This design comes from an exercise in tuning for small area on the open sky130 flow, not from production work. In this exercise RTL edits were held to simulation tests only and were not proved equivalent to the original. The flow treats the clock pin as an ideal source, which a real chip does not have.

run A:
==> flow/design.v (excerpt) <==
module fir (
    input  wire       clk,
    input  wire       rst_n,
    input  wire [3:0] din,
    output wire [3:0] dout
);
Settings: LEC_CHECK=0, CAP_MARGIN=0, CORE_MARGIN=2, CORE_UTILIZATION=65, GPL_TIMING_DRIVEN=0, SLEW_MARGIN=0, SYNTH_HIERARCHICAL=1, SYNTH_MINIMUM_KEEP_SIZE=0; clock period 10.0 ns.
standard.sh (not shown) runs the stock make flow with config.mk's settings and CLKGATE_MAP_FILE= SYNTH_SCRIPT=/design/flow/synth_recipe.tcl, a recipe that flattens the netlist after the stock synthesis.
==> flow/flow/run.sh <==
#!/bin/bash
# Own layout flow: the standard ORFS flow (standard.sh, including its synthesis) with
#  - the smallest buffer on the data ports (every port still gets its buffer),
#  - one buf_6 as the reset input buffer (set before repair_design, so no reset buffer tree),
#  - no CTS dummy loads.
# Each make step's full log stays under orfs/logs/; make's own output goes to standard_flow.log.
set -euo pipefail
bash standard.sh \
  BUFFER_PORTS_ARGS="-buffer_cell sky130_fd_sc_hd__buf_1" \
  PRE_RESIZE_TCL="$PWD/flow/pre_resize.tcl" \
  CTS_ARGS="-sink_clustering_enable -repair_clock_nets -buf_list sky130_fd_sc_hd__clkbuf_8 -dont_use_dummy_load" \
  finish > standard_flow.log 2>&1
==> flow/flow/pre_resize.tcl <==
# Drive the reset net from its (strong) input buffer alone, instead of a weak
# input buffer followed by a tree of repair buffers.
set block [ord::get_db_block]
set master [[ord::get_db] findMaster sky130_fd_sc_hd__buf_6]
set net [$block findNet rst_n]
foreach iterm [$net getITerms] {
  set inst [$iterm getInst]
  if {[string match "sky130_fd_sc_hd__buf_*" [[$inst getMaster] getName]]} {
    puts "pre_resize: [$inst getName] -> sky130_fd_sc_hd__buf_6"
    $inst swapMaster $master
  }
}
What run B does differently from run A at the input level:
==> flow/flow/run.sh <==
#!/bin/bash
# Own layout flow: the standard ORFS flow (standard.sh) with smaller port buffers
# and no CTS dummy loads. Everything else, including synthesis, is the standard flow.
set -euo pipefail
bash standard.sh \
  BUFFER_PORTS_ARGS="-buffer_cell sky130_fd_sc_hd__buf_1" \
  CTS_ARGS="-sink_clustering_enable -repair_clock_nets -buf_list sky130_fd_sc_hd__clkbuf_8 -dont_use_dummy_load" \
  finish > standard_flow.log 2>&1
removed: flow/flow/pre_resize.tcl
Results
Looking at met3 capacity usage during global routing, run B sits 1.5 points lower than run A does. Diff run A -> run B: global-route usage picked up an extra 0.15 points, worst slew margin relative to its limit picked up an extra 23 points.
diff inputs: run B => run C
==> flow/flow/run.sh <==
#!/bin/bash
# Own layout flow: the standard ORFS flow (standard.sh, including its synthesis) with
#  - the smallest buffer on the data ports (every port still gets its buffer),
#  - one buf_8 as the reset input buffer (set before repair_design, so no reset buffer tree),
#  - no CTS dummy loads.
# Each make step's full log stays under orfs/logs/; make's own output goes to standard_flow.log.
set -euo pipefail
bash standard.sh \
  BUFFER_PORTS_ARGS="-buffer_cell sky130_fd_sc_hd__buf_1" \
  PRE_RESIZE_TCL="$PWD/flow/pre_resize.tcl" \
  CTS_ARGS="-sink_clustering_enable -repair_clock_nets -buf_list sky130_fd_sc_hd__clkbuf_8 -dont_use_dummy_load" \
  finish > standard_flow.log 2>&1
==> flow/flow/pre_resize.tcl (new file) <==
# Drive the reset net from its (strong) input buffer alone, instead of a weak
# input buffer followed by a tree of repair buffers.
set block [ord::get_db_block]
set master [[ord::get_db] findMaster sky130_fd_sc_hd__buf_8]
set net [$block findNet rst_n]
foreach iterm [$net getITerms] {
  set inst [$iterm getInst]
  if {[string match "sky130_fd_sc_hd__buf_*" [[$inst getMaster] getName]]} {
    puts "pre_resize: [$inst getName] -> sky130_fd_sc_hd__buf_8"
    $inst swapMaster $master
  }
}
==> run summary <==
Of run C and run B, the run reporting the lower placement-stage cell area was run C.
Compared with run B, in run C overall die height shows no meaningful change; wire length of the first global-routing pass shows a reduction of about 1.3%; global-route usage shows a reduction of 0.28 points; total wirelength of the detailed-routed design shows a reduction of about 1%.
Per the comparison of run C with run B, register fraction of the total cell area rose 0.22 points, upper clock frequency limit about even.
Setup changes, run C to run D
Settings: ABC_AREA now 1, previously not set.
diff --git a/flow/flow/run.sh b/flow/flow/run.sh
--- a/flow/flow/run.sh
+++ b/flow/flow/run.sh
@@ -2,5 +2,5 @@
 # Own layout flow: the standard ORFS flow (standard.sh, including its synthesis) with
 #  - the smallest buffer on the data ports (every port still gets its buffer),
-#  - one buf_8 as the reset input buffer (set before repair_design, so no reset buffer tree),
+#  - one buf_6 as the reset input buffer (set before repair_design, so no reset buffer tree),
 #  - no CTS dummy loads.
 # Each make step's full log stays under orfs/logs/; make's own output goes to standard_flow.log.
==> flow/flow/pre_resize.tcl <==
# Drive the reset net from its (strong) input buffer alone, instead of a weak
# input buffer followed by a tree of repair buffers.
set block [ord::get_db_block]
set master [[ord::get_db] findMaster sky130_fd_sc_hd__buf_6]
set net [$block findNet rst_n]
foreach iterm [$net getITerms] {
  set inst [$iterm getInst]
  if {[string match "sky130_fd_sc_hd__buf_*" [[$inst getMaster] getName]]} {
    puts "pre_resize: [$inst getName] -> sky130_fd_sc_hd__buf_6"
    $inst swapMaster $master
  }
}
[summary]
Summary of run D over run C: sequential share of layout area held, area growth from synthesis to final layout now sits at about the same level, die area was more or less identical, hold slack grew by 0.011 ns.
~same finished layout cell area in run C and run D

Another version of the RTL of fir (not shown whole).
For scale: ~110 flip-flops, ~10 I/O pins, about 5800 um2 of cells after synthesis.
==> flow/config.mk <==
export PLATFORM = sky130hd
export DESIGN_NAME = fir
export DESIGN_NICKNAME = fir
export VERILOG_FILES = /design/flow/design.v
export SDC_FILE = /design/flow/constraint.sdc
export NUM_CORES = 4
export LEC_CHECK = 0
export CAP_MARGIN = 0
export CORE_MARGIN = 2
export CORE_UTILIZATION = 65
export GPL_TIMING_DRIVEN = 0
export SLEW_MARGIN = 0
export SYNTH_HIERARCHICAL = 1
export SYNTH_MINIMUM_KEEP_SIZE = 0
==> flow/constraint.sdc <==
create_clock -name core_clock -period 10.0 [get_ports {clk}]
set_input_delay 2.0000 -clock core_clock [delete_from_list [all_inputs] [get_ports {clk}]]
set_output_delay 2.0000 -clock core_clock [all_outputs]
set_load 0.01 [all_outputs]
==> flow/flow/run.sh <==
#!/bin/bash
# Own layout flow: the standard ORFS flow (standard.sh, including its synthesis) with
#  - the smallest buffer on the data ports (every port still gets its buffer),
#  - one buf_6 as the reset input buffer (set before repair_design, so no reset buffer tree),
#  - a small hand-built clock tree (pre_cts.tcl) and no CTS dummy loads.
# Each make step's full log stays under orfs/logs/; make's own output goes to standard_flow.log.
set -euo pipefail
bash standard.sh \
  BUFFER_PORTS_ARGS="-buffer_cell sky130_fd_sc_hd__buf_1" \
  PRE_RESIZE_TCL="$PWD/flow/pre_resize.tcl" \
  PRE_CTS_TCL="$PWD/flow/pre_cts.tcl" \
  CTS_ARGS="-sink_clustering_enable -repair_clock_nets -buf_list {sky130_fd_sc_hd__clkbuf_8 sky130_fd_sc_hd__clkbuf_16} -dont_use_dummy_load" \
  finish > standard_flow.log 2>&1
==> flow/flow/pre_cts.tcl <==
set CAPS {32 32 32 12}
set CELLS {sky130_fd_sc_hd__clkbuf_16 sky130_fd_sc_hd__clkbuf_16 sky130_fd_sc_hd__clkbuf_16 sky130_fd_sc_hd__clkbuf_8}
set NC [llength $CAPS]
set block [ord::get_db_block]
set pts {}
foreach pin [get_pins -of_objects [get_nets clk]] {
  if {[get_property $pin direction] ne "input"} { continue }
  set inst [[sta::sta_to_db_pin $pin] getInst]
  set bb [$inst getBBox]
  lappend pts [list [expr {([$bb xMin] + [$bb xMax]) / 2.0}] [expr {([$bb yMin] + [$bb yMax]) / 2.0}] $pin]
}
puts "manual_cts: [llength $pts] clock sinks"
# k-means, seeded along x
set xs [lsort -real [lmap p $pts {lindex $p 0}]]
set ys [lmap p $pts {lindex $p 1}]
set ymid [expr {([tcl::mathfunc::min {*}$ys] + [tcl::mathfunc::max {*}$ys]) / 2.0}]
set cen {}
for {set i 0} {$i < $NC} {incr i} {
  lappend cen [list [lindex $xs [expr {int(($i + 0.5) * [llength $xs] / $NC)}]] $ymid]
}
# k-means where group i takes at most [lindex $CAPS $i] sinks
for {set it 0} {$it < 50} {incr it} {
  set pairs {}
  for {set j 0} {$j < [llength $pts]} {incr j} {
    set p [lindex $pts $j]
    for {set i 0} {$i < $NC} {incr i} {
      set c [lindex $cen $i]
      lappend pairs [list [expr {abs([lindex $p 0] - [lindex $c 0]) + abs([lindex $p 1] - [lindex $c 1])}] $j $i]
    }
  }
  set pairs [lsort -real -index 0 $pairs]
  set asg [lrepeat [llength $pts] -1]
  set cnt [lrepeat $NC 0]
  foreach pr $pairs {
    lassign $pr d j i
    if {[lindex $asg $j] >= 0 || [lindex $cnt $i] >= [lindex $CAPS $i]} { continue }
    lset asg $j $i
    lset cnt $i [expr {[lindex $cnt $i] + 1}]
  }
  set grp {}
  for {set i 0} {$i < $NC} {incr i} { lappend grp {} }
  for {set j 0} {$j < [llength $pts]} {incr j} {
    set i [lindex $asg $j]
    lset grp $i [concat [lindex $grp $i] [list [lindex $pts $j]]]
  }
  set cen {}
  foreach g $grp {
    set sx 0; set sy 0
    foreach p $g { set sx [expr {$sx + [lindex $p 0]}]; set sy [expr {$sy + [lindex $p 1]}] }
    set n [expr {max(1, [llength $g])}]
    lappend cen [list [expr {$sx / $n}] [expr {$sy / $n}]]
  }
}
set dbu [$block getDbUnitsPerMicron]
for {set i 0} {$i < $NC} {incr i} {
  set g [lindex $grp $i]
  set c [lindex $cen $i]
  set pins [lmap p $g {lindex $p 2}]
  puts "manual_cts: group $i: [llength $pins] sinks at [expr {[lindex $c 0] / $dbu}] [expr {[lindex $c 1] / $dbu}]"
  insert_buffer -buffer_cell [lindex $CELLS $i] -net clk -load_pins $pins \
    -location [list [expr {[lindex $c 0] / $dbu}] [expr {[lindex $c 1] / $dbu}]] \
    -buffer_name manual_clkbuf_$i -net_name manual_clknet_$i
}
Other scripts of this flow, unchanged in this note and not shown: flow/flow/pre_resize.tcl
The baseline passed the timing, design-rule and antenna checks.
Edit:
--- a/flow/flow/run.sh
+++ b/flow/flow/run.sh
@@ -12 +12 @@
-  CTS_ARGS="-sink_clustering_enable -repair_clock_nets -buf_list {sky130_fd_sc_hd__clkbuf_8 sky130_fd_sc_hd__clkbuf_16} -dont_use_dummy_load" \
+  CTS_ARGS="-sink_clustering_enable -repair_clock_nets -buf_list sky130_fd_sc_hd__clkbuf_16 -dont_use_dummy_load" \
--- a/flow/flow/pre_cts.tcl
+++ b/flow/flow/pre_cts.tcl
@@ -1,3 +1,4 @@
-set CAPS {32 32 32 12}
-set CELLS {sky130_fd_sc_hd__clkbuf_16 sky130_fd_sc_hd__clkbuf_16 sky130_fd_sc_hd__clkbuf_16 sky130_fd_sc_hd__clkbuf_8}
-set NC [llength $CAPS]
+# Manual clock tree: split the flip-flops into NC groups by position (k-means) and
+# drive each group from one clkbuf_16 at the group's centre, fed straight from the
+# clock port (NC <= 4 pins on the port). CTS then runs on what is left.
+set NC 3
@@ -8 +9,2 @@
-  set inst [[sta::sta_to_db_pin $pin] getInst]
+  set pn [get_full_name $pin]
+  set inst [$block findInst [string range $pn 0 [expr {[string last "/" $pn] - 1}]]]
@@ -21 +22,0 @@
-# k-means where group i takes at most [lindex $CAPS $i] sinks
@@ -23,3 +24,4 @@
-  set pairs {}
-  for {set j 0} {$j < [llength $pts]} {incr j} {
-    set p [lindex $pts $j]
+  set grp {}
+  for {set i 0} {$i < $NC} {incr i} { lappend grp {} }
+  foreach p $pts {
+    set best 0; set bd 1e30
@@ -28 +30,2 @@
-      lappend pairs [list [expr {abs([lindex $p 0] - [lindex $c 0]) + abs([lindex $p 1] - [lindex $c 1])}] $j $i]
+      set d [expr {abs([lindex $p 0] - [lindex $c 0]) + abs([lindex $p 1] - [lindex $c 1])}]
+      if {$d < $bd} { set bd $d; set best $i }
@@ -30,15 +33 @@
-  }
-  set pairs [lsort -real -index 0 $pairs]
-  set asg [lrepeat [llength $pts] -1]
-  set cnt [lrepeat $NC 0]
-  foreach pr $pairs {
-    lassign $pr d j i
-    if {[lindex $asg $j] >= 0 || [lindex $cnt $i] >= [lindex $CAPS $i]} { continue }
-    lset asg $j $i
-    lset cnt $i [expr {[lindex $cnt $i] + 1}]
-  }
-  set grp {}
-  for {set i 0} {$i < $NC} {incr i} { lappend grp {} }
-  for {set j 0} {$j < [llength $pts]} {incr j} {
-    set i [lindex $asg $j]
-    lset grp $i [concat [lindex $grp $i] [list [lindex $pts $j]]]
+    lset grp $best [concat [lindex $grp $best] [list $p]]
@@ -60 +49 @@
-  insert_buffer -buffer_cell [lindex $CELLS $i] -net clk -load_pins $pins \
+  insert_buffer -buffer_cell sky130_fd_sc_hd__clkbuf_16 -net clk -load_pins $pins \
The new run aborted during clock tree synthesis (4_1_cts).
Synthesized area is unchanged.
Synthesized cell count does not change.
Edit:
--- a/flow/flow/pre_cts.tcl
+++ b/flow/flow/pre_cts.tcl
@@ -4 +4 @@
-set NC 3
+set NC 4
@@ -9,2 +9 @@
-  set pn [get_full_name $pin]
-  set inst [$block findInst [string range $pn 0 [expr {[string last "/" $pn] - 1}]]]
+  set inst [[sta::sta_to_db_pin $pin] getInst]
After rerunning: The changed run finished with timing, DRC and antenna clean. Area after synthesis is unchanged. Synthesized cell count is unchanged.

==> port drivers added, routing unchanged <==
Ports are ideal in the flow. The routed layouts listed here were re-timed in OpenROAD.
Step 1 (the two cells are an assumption about what drives the block):
set clk [get_ports {clk}]
set_driving_cell -lib_cell sky130_fd_sc_hd__clkbuf_16 $clk
set_driving_cell -lib_cell sky130_fd_sc_hd__buf_2 [delete_from_list [all_inputs] $clk]
Step 2, shift: input delay + t, output delay - t, t = (earliest + latest rising clock arrival at the registers) / 2. This alone moves slack from input paths to output paths.
Slacks: ideal ports / drivers / drivers and shift; pairs: ideal ports / drivers.
run | t, ns | slack for setup (ns) | worst hold slack (ns) | clock arrival spread, ns | slew at the worst register clock pin (ns)
run A | 0.388 | 1.604 / 1.604 / 1.548 | 0.341 / 0.341 / 0.341 | 0.026 / 0.026 | 0.10 / 0.10
run B | 0.391 | 1.592 / 1.592 / 1.530 | 0.340 / 0.340 / 0.340 | 0.024 / 0.023 | 0.10 / 0.10
run C | 0.390 | 1.600 / 1.600 / 1.514 | 0.342 / 0.342 / 0.342 | 0.024 / 0.024 | 0.10 / 0.10
run D | 0.386 | 1.621 / 1.621 / 1.540 | 0.353 / 0.353 / 0.353 | 0.027 / 0.027 | 0.10 / 0.10
the first run of note 2 | 0.235 | 2.128 / 2.128 / 2.128 | 0.331 / 0.331 / 0.331 | 0.045 / 0.045 | 0.12 / 0.12
the third run of note 2 | 0.233 | 2.095 / 2.095 / 2.095 | 0.357 / 0.357 / 0.357 | 0.025 / 0.025 | 0.10 / 0.10
After both steps setup and hold are still met in every run listed. For run C, which loses most, drivers alone change the setup slack by 0.000 ns; drivers and shift together by -0.086 ns.
